This design comes from an exercise in tuning for small area on the open sky130 flow, not from production work. Function was checked by simulation only, so behaviour that the tests miss may differ from the original. The flow treats the clock pin as an ideal source. Dropping or thinning the clock tree relies on that and would not hold on a real chip. No activity file was given, so power comes from the tool's default toggle rates.

Design top2, start of the top module:
module top2(
    input        clk,
    input        rst_n,
    input        echo2,
    output       trig2,
    output       led0,
    output [9:0] hz
);
export LEC_CHECK = 0
export CAP_MARGIN = 20
export CORE_MARGIN = 2
export CORE_UTILIZATION = 65
export SLEW_MARGIN = 20
create_clock -name core_clock -period 10.0 [get_ports {clk}]
standard.sh (not shown) runs the stock make flow with config.mk's settings and CLKGATE_MAP_FILE= SYNTH_SCRIPT=/design/flow/synth_recipe.tcl, a recipe that flattens the netlist after the stock synthesis.
==> flow/flow/run.sh <==
#!/bin/bash
# Standard ORFS layout (the standard.sh) with these changes:
# - synthesis maps logic with an area-oriented ABC script and without
#   fixed adder cells (flow/synth_area.tcl,
#   flow/area.abc); registers are the standard synthesis's;
# - combinational cells are downsized after synthesis and synthesis buffers
#   removed (flow/pre_floorplan.tcl); the flow's repair sizes up what timing
#   needs;
# - port buffers are minimum-size buffers;
# - the clock tree is a few clock buffers, each driving an equal share of
#   the flip-flops (flow/pre_cts.tcl), in place of TritonCTS's H-tree.
# Logs: standard.log here, and ORFS's per-step logs under orfs/logs.
set -uo pipefail
W=$(pwd)
F=$W/flow
bash standard.sh \
  "SYNTH_SCRIPT=$F/synth_area.tcl" \
  "FLOW_SYNTH_TCL=$W/synth_recipe.tcl" \
  "AREA_ABC_SCRIPT=$F/area.abc" \
  "PRE_FLOORPLAN_TCL=$F/pre_floorplan.tcl" \
  REMOVE_ABC_BUFFERS=1 \
  "BUFFER_PORTS_ARGS=-buffer_cell sky130_fd_sc_hd__buf_1" \
  "PRE_CTS_TCL=$F/pre_cts.tcl" \
  CLK_LEAF_BUF=${CLK_LEAF_BUF:-sky130_fd_sc_hd__clkbuf_8} CLK_NCLUSTERS=${CLK_NCLUSTERS:-4} \
  finish > standard.log 2>&1
Other scripts of this flow, unchanged in this note and not shown: flow/flow/area.abc, flow/flow/pre_cts.tcl, flow/flow/pre_floorplan.tcl, flow/flow/synth_area.tcl
Edit:
--- a/flow/config.mk
+++ b/flow/config.mk
@@ -7,5 +7,6 @@
 export LEC_CHECK = 0
-export CAP_MARGIN = 20
+export CAP_MARGIN = 0
 export CORE_MARGIN = 2
-export CORE_UTILIZATION = 65
-export SLEW_MARGIN = 20
+export CORE_UTILIZATION = 50
+export GPL_TIMING_DRIVEN = 0
+export SLEW_MARGIN = 0
Effect: Die area climbs by 28%; power climbs by 1.2%; global-route usage drops by 3.9 points; cell count climbs by 5.5%; combinational power barely changes; via count drops by 1.1%; routed wire length climbs by 1.9%; critical path depth stays the same; register-to-register slack loses 0.03 ns.
Edit:
--- a/flow/config.mk
+++ b/flow/config.mk
@@ -9,3 +9,3 @@
 export CORE_MARGIN = 2
-export CORE_UTILIZATION = 50
+export CORE_UTILIZATION = 65
 export GPL_TIMING_DRIVEN = 0
Global-route usage grows by 3.2 points.
Synthesized cell count is unchanged.
Final area shrinks slightly.
Sequential power is about the same.
Setup slack got worse by 0.0096 ns.
Register-to-register slack hardly moves.
Hold slack got worse by 0.0036 ns.
Die area shrinks by about a fifth.
Total power shrinks slightly.
Wire length shrinks by a few percent.
Fmax barely changes.
In every run of this note, the design's own scripts or RTL, not TritonCTS, make the clock network.

Setup of lane 1:
top2, a different RTL version from the one above (not shown whole).
Size in the first run: about 200 cells after synthesis, roughly 15 I/O pins, roughly 2900 µm² of cells after synthesis.
// top2
module top2(
    input        clk,
    input        rst_n,
    input        echo2,
    output       trig2,
    output       led0,
    output [9:0] hz
);
Settings: LEC_CHECK=0, CAP_MARGIN=20, CORE_MARGIN=2, CORE_UTILIZATION=40, CTS_CLUSTER_DIAMETER=500, CTS_CLUSTER_SIZE=100, SLEW_MARGIN=20; clock period 10.0 ns.
run.sh (not shown) runs the stock make flow with config.mk's settings and CLKGATE_MAP_FILE= SYNTH_SCRIPT=/design/flow/synth_recipe.tcl, a recipe that flattens the netlist after the stock synthesis.
Stock flow here: none of the scripts above is used.
### lane 1 -> lane 2
- setting CTS_BUF_LIST to sky130_fd_sc_hd__clkbuf_16 for the first time
==> summary.txt <==
Relative to lane 1, lane 2 degrades aggregate routed wire length. Compared with lane 1, lane 2 shows a lower worst endpoint required time. Highest attainable clock frequency: lane 1 vs lane 2, no meaningful difference. Relative to lane 1, the final cell area reported for lane 2 is higher. Between lane 1 and lane 2, the flow reports total chip power increasing by more than 10%. met2 wire length on lane 2 is up relative to lane 1. From lane 2 to lane 1, adder and majority cell fraction of the synthesized area did not move at all. Compared with lane 1, average detailed-routed wire length per instance in lane 2 increased slightly.
diff inputs: lane 2 => lane 3
- clearing CTS_BUF_LIST, which used to be sky130_fd_sc_hd__clkbuf_16
- clearing CTS_CLUSTER_DIAMETER, which used to be 500
- clearing CTS_CLUSTER_SIZE, which used to be 100
==> flow/flow/run.sh (new file) <==
#!/bin/bash
# Standard ORFS layout with a lighter clock tree (one level of large clock
# buffers, no dummy loads), minimum-size port buffers and a power-recovery
# pass that downsizes cells off the critical paths.
set -uo pipefail
bash standard.sh \
  "CTS_ARGS=-sink_clustering_enable -sink_clustering_size 100 -sink_clustering_max_diameter 500 -dont_use_dummy_load -root_buf sky130_fd_sc_hd__clkbuf_16 -buf_list sky130_fd_sc_hd__clkbuf_16 -repair_clock_nets" \
  "BUFFER_PORTS_ARGS=-buffer_cell sky130_fd_sc_hd__buf_1" \
  RECOVER_POWER=100 \
  finish > standard.log 2>&1
==> flow/standard.sh (new file) <==
#!/bin/bash
# synth_recipe.tcl (not shown) runs the flow's synth.tcl, then flattens the netlist and writes it again
# the make line also repeats each setting of config.mk as NAME=value (left out here)
make -C /OpenROAD-flow-scripts/flow DESIGN_CONFIG=/design/flow/config.mk WORK_HOME=/design/flow/orfs CLKGATE_MAP_FILE= SYNTH_SCRIPT=/design/flow/synth_recipe.tcl "${@:-finish}"
removed: flow/run.sh
Lane 3: all stages done; final checks FAILED (max-capacitance violations, max-slew violations).
The setup slack after placement in lane 3 sits 0.42 ns above the value recorded for lane 2.
Wire length: lane 3 vs lane 2 down about 2%
When lane 3 is measured against lane 2, its largest voltage drop on the vdd net turns out 20% lower.
Lane 3 vs lane 2 — wire length of the first global-routing pass dropped slightly
On lane 3: least setup slack across all paths after layout is 0.40 ns higher than what lane 2 gave.

RTL: one of the versions met above, not the one the previous note started from.
Size: ~230 cells after synthesis, roughly 2600 µm² of cells after synthesis.
export LEC_CHECK = 0
export CAP_MARGIN = 20
export CORE_MARGIN = 2
export CORE_UTILIZATION = 65
export SLEW_MARGIN = 20
create_clock -name core_clock -period 10.0 [get_ports {clk}]
standard.sh (not shown) runs the stock make flow with config.mk's settings and CLKGATE_MAP_FILE= SYNTH_SCRIPT=/design/flow/synth_recipe.tcl, a recipe that flattens the netlist after the stock synthesis.
==> flow/flow/run.sh <==
#!/bin/bash
# Standard ORFS layout (the standard.sh) with these changes:
# - synthesis maps logic with an area-oriented ABC script (flow/synth_area.tcl,
#   flow/area.abc); registers are the standard synthesis's;
# - combinational cells are downsized after synthesis and synthesis buffers
#   removed (flow/pre_floorplan.tcl); the flow's repair sizes up what timing
#   needs;
# - port buffers are minimum-size buffers;
# - the clock tree is a few clock buffers, each driving an equal share of
#   the flip-flops (flow/pre_cts.tcl), in place of TritonCTS's H-tree.
# Logs: standard.log here, and ORFS's per-step logs under orfs/logs.
set -uo pipefail
W=$(pwd)
F=$W/flow
bash standard.sh \
  "SYNTH_SCRIPT=$F/synth_area.tcl" \
  "FLOW_SYNTH_TCL=$W/synth_recipe.tcl" \
  "AREA_ABC_SCRIPT=$F/area.abc" \
  "PRE_FLOORPLAN_TCL=$F/pre_floorplan.tcl" \
  REMOVE_ABC_BUFFERS=1 \
  "BUFFER_PORTS_ARGS=-buffer_cell sky130_fd_sc_hd__buf_1" \
  "PRE_CTS_TCL=$F/pre_cts.tcl" \
  CLK_LEAF_BUF=${CLK_LEAF_BUF:-sky130_fd_sc_hd__clkbuf_16} CLK_NCLUSTERS=${CLK_NCLUSTERS:-2} \
  finish > standard.log 2>&1
==> flow/flow/area.abc <==
strash
dch
amap
topo
==> flow/flow/pre_cts.tcl <==
# Clock distribution: the flip-flops are split into CLK_NCLUSTERS groups of equal
# size by position (balanced k-means); the clock port drives one clock buffer per group,
# placed at the group's centre, which drives the group's clock pins. This
# replaces TritonCTS's H-tree, which for this small design builds nine
# buffers and dummy loads.
set db [ord::get_db]
set block [ord::get_db_block]
set clknet [$block findNet clk]
set master [$db findMaster $::env(CLK_LEAF_BUF)]
set K $::env(CLK_NCLUSTERS)
set sinks {}
foreach it [$clknet getITerms] {
  set b [[$it getInst] getBBox]
  lappend sinks [list $it [expr {([$b xMin] + [$b xMax]) / 2.0}] [expr {([$b yMin] + [$b yMax]) / 2.0}]]
}
set ns [llength $sinks]
# k-means, seeded with sinks spread along x then y
set sorted [lsort -real -index 1 $sinks]
set cx {}; set cy {}
for {set k 0} {$k < $K} {incr k} {
  set s [lindex $sorted [expr {int(($k + 0.5) * $ns / $K)}]]
  lappend cx [lindex $s 1]; lappend cy [lindex $s 2]
}
# balanced k-means: each group holds at most ceil(ns/K) sinks
set cap [expr {($ns + $K - 1) / $K}]
for {set iter 0} {$iter < 30} {incr iter} {
  set pairs {}
  set i 0
  foreach s $sinks {
    for {set k 0} {$k < $K} {incr k} {
      lappend pairs [list [expr {abs([lindex $s 1] - [lindex $cx $k]) + abs([lindex $s 2] - [lindex $cy $k])}] $i $k]
    }
    incr i
  }
  set assign [lrepeat $ns -1]
  set cnt [lrepeat $K 0]
  foreach p [lsort -real -index 0 $pairs] {
    lassign $p d i k
    if {[lindex $assign $i] >= 0 || [lindex $cnt $k] >= $cap} { continue }
    lset assign $i $k
    lset cnt $k [expr {[lindex $cnt $k] + 1}]
  }
  set sumx [lrepeat $K 0.0]; set sumy [lrepeat $K 0.0]
  foreach s $sinks a $assign {
    lset sumx $a [expr {[lindex $sumx $a] + [lindex $s 1]}]
    lset sumy $a [expr {[lindex $sumy $a] + [lindex $s 2]}]
  }
  for {set k 0} {$k < $K} {incr k} {
    if {[lindex $cnt $k] > 0} {
      lset cx $k [expr {[lindex $sumx $k] / [lindex $cnt $k]}]
      lset cy $k [expr {[lindex $sumy $k] / [lindex $cnt $k]}]
    }
  }
}
for {set k 0} {$k < $K} {incr k} {
  if {[lindex $cnt $k] == 0} { continue }
  set inst [odb::dbInst_create $block $master clkbuf_leaf_$k]
  set net [odb::dbNet_create $block clknet_leaf_$k]
  $net setSigType CLOCK
  set i 0
  foreach s $sinks a $assign {
    if {$a == $k} { set it [lindex $s 0]; $it disconnect; $it connect $net }
  }
  [$inst findITerm A] connect $clknet
  [$inst findITerm X] connect $net
  $inst setLocation [expr {int([lindex $cx $k])}] [expr {int([lindex $cy $k])}]
  $inst setPlacementStatus PLACED
  puts "pre_cts: clock buffer $k ($::env(CLK_LEAF_BUF)) drives [lindex $cnt $k] sinks"
}
set_propagated_clock [all_clocks]
# TritonCTS is not run.
rename clock_tree_synthesis {}
proc clock_tree_synthesis {args} { puts "clock_tree_synthesis skipped" }
==> flow/flow/synth_area.tcl <==
# The standard flow's synthesis (synth_recipe.tcl, sourced below unchanged), with ABC's
# technology mapping run with an area-oriented script (AREA_ABC_SCRIPT) in
# place of ORFS's delay-oriented one, which with its 10 ps delay target
# upsizes most cells. Everything before ABC (and so every register, its
# name and its cell) is the standard synthesis; ABC maps only the logic
# between registers.
proc abc {args} {
  set i [lsearch -exact $args -script]
  if {$i >= 0} { lset args [expr {$i + 1}] $::env(AREA_ABC_SCRIPT) }
  set j [lsearch -exact $args -D]
  if {$j >= 0} { set args [lreplace $args $j [expr {$j + 1}]] }
  yosys abc {*}$args
}
source $::env(FLOW_SYNTH_TCL)
Other scripts of this flow, unchanged in this note and not shown: flow/flow/pre_floorplan.tcl
Edit:
--- a/flow/flow/run.sh
+++ b/flow/flow/run.sh
@@ -3 +3,2 @@
-# - synthesis maps logic with an area-oriented ABC script (flow/synth_area.tcl,
+# - synthesis maps logic with an area-oriented ABC script and without
+#   fixed adder cells (flow/synth_area.tcl,
@@ -23 +24 @@
-  CLK_LEAF_BUF=${CLK_LEAF_BUF:-sky130_fd_sc_hd__clkbuf_16} CLK_NCLUSTERS=${CLK_NCLUSTERS:-2} \
+  CLK_LEAF_BUF=${CLK_LEAF_BUF:-sky130_fd_sc_hd__clkbuf_8} CLK_NCLUSTERS=${CLK_NCLUSTERS:-4} \
==> flow/flow/area.abc (replaced) <==
strash
dc2
dch
amap
topo
==> flow/flow/synth_area.tcl (replaced) <==
# The standard flow's synthesis (synth_recipe.tcl, sourced below unchanged) with two
# changes to how the logic between registers is mapped to cells:
# - ABC runs an area-oriented script (AREA_ABC_SCRIPT) in place of ORFS's
#   delay-oriented one, which with its 10 ps delay target upsizes most
#   cells;
# - Yosys's extract_fa is skipped, so ABC maps the counters' adder logic
#   together with the logic around it instead of as fixed half/full-adder
#   cells.
# Every register, its name and its cell are those of the standard
# synthesis: both changes only affect combinational logic.
proc abc {args} {
  set i [lsearch -exact $args -script]
  if {$i >= 0} { lset args [expr {$i + 1}] $::env(AREA_ABC_SCRIPT) }
  set j [lsearch -exact $args -D]
  if {$j >= 0} { set args [lreplace $args $j [expr {$j + 1}]] }
  yosys abc {*}$args
}
proc extract_fa {args} { puts "extract_fa skipped" }
source $::env(FLOW_SYNTH_TCL)
GPL_TIMING_DRIVEN = 0   (was unset)
Global-route usage grows by 1.3 points.
Die area shrinks by about 5%.
Sequential share of layout area is higher by 2.7 points.
Power is lower by about 0.9%.
No run of this note takes its clock network from TritonCTS; it comes from the design's own scripts or RTL.

[port drivers added, routing unchanged]
The flow's constraints put no driver on any port. The routed layouts listed below were extracted and timed again, unchanged, in two steps. Step 1, drivers: a clkbuf_16 drives clk and a buf_2 each remaining input, both assumed. Step 2 adds t to the input delays and takes it off the output delays; t is the mean of the earliest and latest rising clock arrival at the registers after step 1. Input paths then give back, and output paths get back, about the clock's delay inside the block. a / b / c = no drivers / after step 1 / after step 2; a / b = the first two.
run | shift t [ns] | setup slack, ns | worst setup path after step 2
the first run of note 1 | 0.210 | 5.076 / 5.105 / 4.894 | input to register
the second run of note 1 | 0.212 | 5.011 / 5.037 / 4.825 | input to register
the third run of note 1 | 0.216 | 5.002 / 5.033 / 4.817 | input to register
lane 1 | 0.372 | 2.807 / 2.814 / 2.442 | input to register
lane 2 | 0.359 | 2.786 / 2.799 / 2.440 | input to register
lane 3 | 0.353 | 3.183 / 3.194 / 2.841 | input to register
the first run of note 3 | 0.224 | 3.137 / 3.163 / 2.939 | input to register
the second run of note 3 | 0.217 | 5.003 / 5.039 / 4.821 | input to register
The setup slack of lane 1, which loses most, moves by +0.007 ns with the drivers and by -0.365 ns with both steps.
